Source: an optimization exercise on an open RTL-to-GDS flow (aim: small area). Production flows keep margins and buffers that such runs may drop.
Only simulation tests tie the RTL to the original design; equivalence was not proved.
Power figures rest on the tool's default switching activity, not on a simulated workload.

## pam_modem
module pam_modem (
  input clk,
  input rst,
  input [1:0] data_in,
  input signed [7:0] rx_in,
  output signed [7:0] tx_out,
  output signed [7:0] cos_out,
  output [1:0] rx_data
);
  wire [3:0] sin_phase;
  wire fill_done;
  sin_cos u_carrier (
    .Clk(clk),
    .rst(rst),
    .sin_phase(sin_phase),
    .data_cos(cos_out),
    .fill_done(fill_done)
  );
  pam_mixer u_mixer (
    .data_in(data_in),
    .sin_phase(sin_phase),
    .signal_out(tx_out)
  );
  qam_demodulator u_demod (
    .clk(clk),
    .rst(rst),
    .fill_done(fill_done),
    .input_signal(rx_in),
    .data_demod(rx_data)
  );
endmodule
==> flow/config.mk <==
export PLATFORM = sky130hd
export DESIGN_NAME = pam_modem
export DESIGN_NICKNAME = pam_modem
export VERILOG_FILES = /design/flow/design.v
export SDC_FILE = /design/flow/constraint.sdc
export NUM_CORES = 4
export LEC_CHECK = 0
export CAP_MARGIN = 20
export CORE_MARGIN = 2
export CORE_UTILIZATION = 40
export SLEW_MARGIN = 20
export BUFFER_PORTS_ARGS = -buffer_cell sky130_fd_sc_hd__buf_1
export MIN_BUF_CELL_AND_PORTS = sky130_fd_sc_hd__buf_1 A X
export CTS_ARGS = -sink_clustering_enable -repair_clock_nets -dont_use_dummy_load -buf_list sky130_fd_sc_hd__clkbuf_8 -sink_clustering_size 22 -sink_clustering_max_diameter 70 -root_buf sky130_fd_sc_hd__clkbuf_4 -tree_buf sky130_fd_sc_hd__clkbuf_4
==> flow/constraint.sdc <==
create_clock -name core_clock -period 10.0 [get_ports {clk}]
set_input_delay 2.0000 -clock core_clock [delete_from_list [all_inputs] [get_ports {clk}]]
set_output_delay 2.0000 -clock core_clock [all_outputs]
set_load 0.01 [all_outputs]
standard.sh (not shown) runs the stock make flow with config.mk's settings and CLKGATE_MAP_FILE= SYNTH_SCRIPT=/design/flow/synth_recipe.tcl, a recipe that flattens the netlist after the stock synthesis.
==> flow/flow/run.sh <==
#!/bin/bash
# Layout flow: the standard flow (standard.sh) with these changes:
#  - synthesis: the standard synthesis script (synth_recipe.tcl), except that
#    ABC maps the logic with each of the area-oriented scripts
#    flow/abc_*.abc (deep AIG optimisation, then area-oriented mapping, no
#    buffering or upsizing) and the smallest result is kept, and Yosys's
#    extract_fa is skipped (ABC maps the adders too);
#  - the port buffers are the smallest buffer (buf_1) instead of the
#    resizer's default choice (clkdlybuf4s50_1);
#  - clock tree synthesis uses clkbuf_8 sink clusters of up to 22 flip-flops,
#    clkbuf_4 above them, and inserts no dummy loads.
# Each tool's output goes to a log file in this folder (ORFS also keeps its
# per-step logs under orfs/logs/).
set -euo pipefail
work=$PWD
cat > my_synth.tcl <<EOT
# Map the logic with each area script in flow/abc_*.abc, from the same
# starting point, and keep the smallest result.
proc abc {args} {
  set i [lsearch \$args -script]
  yosys design -save pre_abc
  set best_area -1
  foreach script [lsort [glob $work/flow/abc_*.abc]] {
    yosys design -load pre_abc
    lset args [expr {\$i + 1}] \$script
    yosys abc {*}\$args
    set libargs {}
    foreach lib \$::env(LIB_FILES) { lappend libargs -liberty \$lib }
    set report [tee -q -s result.string stat {*}\$libargs]
    regexp {Chip area for module [^:]*: ([0-9.]+)} \$report -> area
    puts "abc script \$script: area \$area"
    if {\$best_area < 0 || \$area < \$best_area} {
      set best_area \$area
      yosys design -save best_abc
    }
  }
  yosys design -load best_abc
  puts "abc: kept area \$best_area"
}
proc extract_fa {args} {}
source $work/synth_recipe.tcl
EOT
sed "s#SYNTH_SCRIPT=[^ ]*#SYNTH_SCRIPT=$work/my_synth.tcl#" standard.sh > my_standard.sh
grep -q "SYNTH_SCRIPT=$work/my_synth.tcl" my_standard.sh
cat >> config.mk <<'EOC'
export BUFFER_PORTS_ARGS = -buffer_cell sky130_fd_sc_hd__buf_1
export MIN_BUF_CELL_AND_PORTS = sky130_fd_sc_hd__buf_1 A X
export CTS_ARGS = -sink_clustering_enable -repair_clock_nets -dont_use_dummy_load -buf_list sky130_fd_sc_hd__clkbuf_8 -sink_clustering_size 22 -sink_clustering_max_diameter 70 -root_buf sky130_fd_sc_hd__clkbuf_4 -tree_buf sky130_fd_sc_hd__clkbuf_4
EOC
bash my_standard.sh > flow_make.log 2>&1
Other scripts of this flow, unchanged in this note and not shown: flow/flow/abc_a.abc, flow/flow/abc_b.abc, flow/flow/abc_c.abc, flow/flow/abc_d.abc
The baseline completed with no timing, DRC or antenna violations.
Change:
--- a/flow/flow/run.sh
+++ b/flow/flow/run.sh
@@ -5,5 +5,6 @@
 #    flow/abc_*.abc (deep AIG optimisation, then area-oriented mapping, no
 #    buffering or upsizing) and the smallest result is kept, and Yosys's
-#    extract_fa is skipped (ABC maps the adders too);
+#    extract_fa is skipped (ABC maps the adders too), and the buffer for an
+#    output that repeats another output is buf_1;
 #  - the port buffers are the smallest buffer (buf_1) instead of the
 #    resizer's default choice (clkdlybuf4s50_1);
@@ -39,4 +40,6 @@
 }
 proc extract_fa {args} {}
+# buffer pass-through wires with the smallest buffer
+set ::env(MIN_BUF_CELL_AND_PORTS) "sky130_fd_sc_hd__buf_1 A X"
 source $work/synth_recipe.tcl
 EOT
@@ -45,5 +48,4 @@
 cat >> config.mk <<'EOC'
 export BUFFER_PORTS_ARGS = -buffer_cell sky130_fd_sc_hd__buf_1
-export MIN_BUF_CELL_AND_PORTS = sky130_fd_sc_hd__buf_1 A X
 export CTS_ARGS = -sink_clustering_enable -repair_clock_nets -dont_use_dummy_load -buf_list sky130_fd_sc_hd__clkbuf_8 -sink_clustering_size 22 -sink_clustering_max_diameter 70 -root_buf sky130_fd_sc_hd__clkbuf_4 -tree_buf sky130_fd_sc_hd__clkbuf_4
 EOC
- MIN_BUF_CELL_AND_PORTS: sky130_fd_sc_hd__buf_1 A X -> not set
The changed run produced a clean layout.
Flip-flop and latch count does not change.
Sequential power is about the same.
Global-route usage goes down by 0.26 points.
Clock skew stays flat.
Count of clock-buffer cells in the layout does not change.
Setup slack gets worse by 0.021 ns.
Non-clock buffer count stays the same.
Cell area does not change.
Hold slack gets worse by 0.0047 ns.
Change:
--- a/flow/flow/run.sh
+++ b/flow/flow/run.sh
@@ -5,9 +5,8 @@
 #    flow/abc_*.abc (deep AIG optimisation, then area-oriented mapping, no
 #    buffering or upsizing) and the smallest result is kept, and Yosys's
-#    extract_fa is skipped (ABC maps the adders too), and the buffer for an
-#    output that repeats another output is buf_1;
+#    extract_fa is skipped (ABC maps the adders too);
 #  - the port buffers are the smallest buffer (buf_1) instead of the
 #    resizer's default choice (clkdlybuf4s50_1);
-#  - clock tree synthesis uses clkbuf_8 sink clusters of up to 22 flip-flops,
+#  - clock tree synthesis uses clkbuf_8 sink clusters of up to 20 flip-flops,
 #    clkbuf_4 above them, and inserts no dummy loads.
 # Each tool's output goes to a log file in this folder (ORFS also keeps its
@@ -40,6 +39,4 @@
 }
 proc extract_fa {args} {}
-# buffer pass-through wires with the smallest buffer
-set ::env(MIN_BUF_CELL_AND_PORTS) "sky130_fd_sc_hd__buf_1 A X"
 source $work/synth_recipe.tcl
 EOT
@@ -48,5 +45,5 @@
 cat >> config.mk <<'EOC'
 export BUFFER_PORTS_ARGS = -buffer_cell sky130_fd_sc_hd__buf_1
-export CTS_ARGS = -sink_clustering_enable -repair_clock_nets -dont_use_dummy_load -buf_list sky130_fd_sc_hd__clkbuf_8 -sink_clustering_size 22 -sink_clustering_max_diameter 70 -root_buf sky130_fd_sc_hd__clkbuf_4 -tree_buf sky130_fd_sc_hd__clkbuf_4
+export CTS_ARGS = -sink_clustering_enable -repair_clock_nets -dont_use_dummy_load -buf_list sky130_fd_sc_hd__clkbuf_8 -sink_clustering_size 20 -sink_clustering_max_diameter 60 -root_buf sky130_fd_sc_hd__clkbuf_4 -tree_buf sky130_fd_sc_hd__clkbuf_4
 EOC
 bash my_standard.sh > flow_make.log 2>&1
- CTS_ARGS: -sink_clustering_enable -repair_clock_nets -dont_use_dummy_load -buf_list sky130_fd_sc_hd__clkbuf_8 -sink_clustering_size 22 -sink_clustering_max_diameter 70 -root_buf sky130_fd_sc_hd__clkbuf_4 -tree_buf sky130_fd_sc_hd__clkbuf_4 -> -sink_clustering_enable -repair_clock_nets -dont_use_dummy_load -buf_list sky130_fd_sc_hd__clkbuf_8 -sink_clustering_size 20 -sink_clustering_max_diameter 60 -root_buf sky130_fd_sc_hd__clkbuf_4 -tree_buf sky130_fd_sc_hd__clkbuf_4
Die area stays flat.
Cell area goes up by 0.36%.
Maximum frequency goes up by 0.51%.
Power goes up by 1.2%.
Synthesized cell count stays the same.
Utilization goes up by 0.16 points.
Clock power goes up by 4.9%.
Worst setup slack is better by 0.028 ns.
First-iteration DRC count goes down by 6.1%.
Change:
--- a/flow/flow/run.sh
+++ b/flow/flow/run.sh
@@ -8,5 +8,5 @@
 #  - the port buffers are the smallest buffer (buf_1) instead of the
 #    resizer's default choice (clkdlybuf4s50_1);
-#  - clock tree synthesis uses clkbuf_8 sink clusters of up to 20 flip-flops,
+#  - clock tree synthesis uses clkbuf_8 sink clusters of up to 22 flip-flops,
 #    clkbuf_4 above them, and inserts no dummy loads.
 # Each tool's output goes to a log file in this folder (ORFS also keeps its
@@ -45,5 +45,5 @@
 cat >> config.mk <<'EOC'
 export BUFFER_PORTS_ARGS = -buffer_cell sky130_fd_sc_hd__buf_1
-export CTS_ARGS = -sink_clustering_enable -repair_clock_nets -dont_use_dummy_load -buf_list sky130_fd_sc_hd__clkbuf_8 -sink_clustering_size 20 -sink_clustering_max_diameter 60 -root_buf sky130_fd_sc_hd__clkbuf_4 -tree_buf sky130_fd_sc_hd__clkbuf_4
+export CTS_ARGS = -sink_clustering_enable -repair_clock_nets -dont_use_dummy_load -buf_list sky130_fd_sc_hd__clkbuf_8 -sink_clustering_size 21 -sink_clustering_max_diameter 80 -root_buf sky130_fd_sc_hd__clkbuf_4 -tree_buf sky130_fd_sc_hd__clkbuf_4
 EOC
 bash my_standard.sh > flow_make.log 2>&1
- CTS_ARGS: -sink_clustering_enable -repair_clock_nets -dont_use_dummy_load -buf_list sky130_fd_sc_hd__clkbuf_8 -sink_clustering_size 20 -sink_clustering_max_diameter 60 -root_buf sky130_fd_sc_hd__clkbuf_4 -tree_buf sky130_fd_sc_hd__clkbuf_4 -> -sink_clustering_enable -repair_clock_nets -dont_use_dummy_load -buf_list sky130_fd_sc_hd__clkbuf_8 -sink_clustering_size 21 -sink_clustering_max_diameter 80 -root_buf sky130_fd_sc_hd__clkbuf_4 -tree_buf sky130_fd_sc_hd__clkbuf_4
- wire length came out higher slightly
- clock power falls by a few percent
- final cell count is about the same
- total power drops slightly
- synthesized cell count does not change
- design area stays flat
- first-iteration DRC count increases by about a fifth
- register-to-register slack degrades by 0.03 ns
- worst setup slack got worse by 0.0094 ns
- global-route usage hardly moves
- sequential power is about the same

what the ideal ports hide:
No port has a modelled driver above. Below, the same layouts with a new extraction and two added sets of constraints.
Step 1 sets driving cells, clkbuf_16 on the clock port and buf_2 on the other inputs (assumed; they add their load-dependent delay and slew).
Step 2 adds t to the input delays and takes it off the output delays; t is the mean of the earliest and latest rising clock arrival at the registers after step 1. Input paths then give back, and output paths get back, about the clock's delay inside the block.
Slacks: no drivers / after step 1 / after step 2; pairs: no drivers / after step 1.
| run | t, ns | setup slack, ns | hold WS [ns] | latest minus earliest clock arrival (ns) | worst data-port slew with drivers (ns) |
|---|---|---|---|---|---|
| the first run | 0.701 | 4.600 / 4.574 / 4.446 | 0.284 / 0.284 / 0.284 | 0.084 / 0.084 | 0.12 |
| the second run | 0.703 | 4.579 / 4.555 / 4.474 | 0.279 / 0.279 / 0.279 | 0.072 / 0.073 | 0.06 |
| the third run | 0.727 | 4.607 / 4.581 / 4.433 | 0.296 / 0.296 / 0.296 | 0.063 / 0.064 | 0.12 |
| the fourth run | 0.710 | 4.598 / 4.572 / 4.427 | 0.315 / 0.315 / 0.315 | 0.017 / 0.017 | 0.13 |
After both steps every run listed still meets setup and hold. For the third run, which loses most, drivers alone change the setup slack by -0.026 ns; drivers and shift together by -0.174 ns.
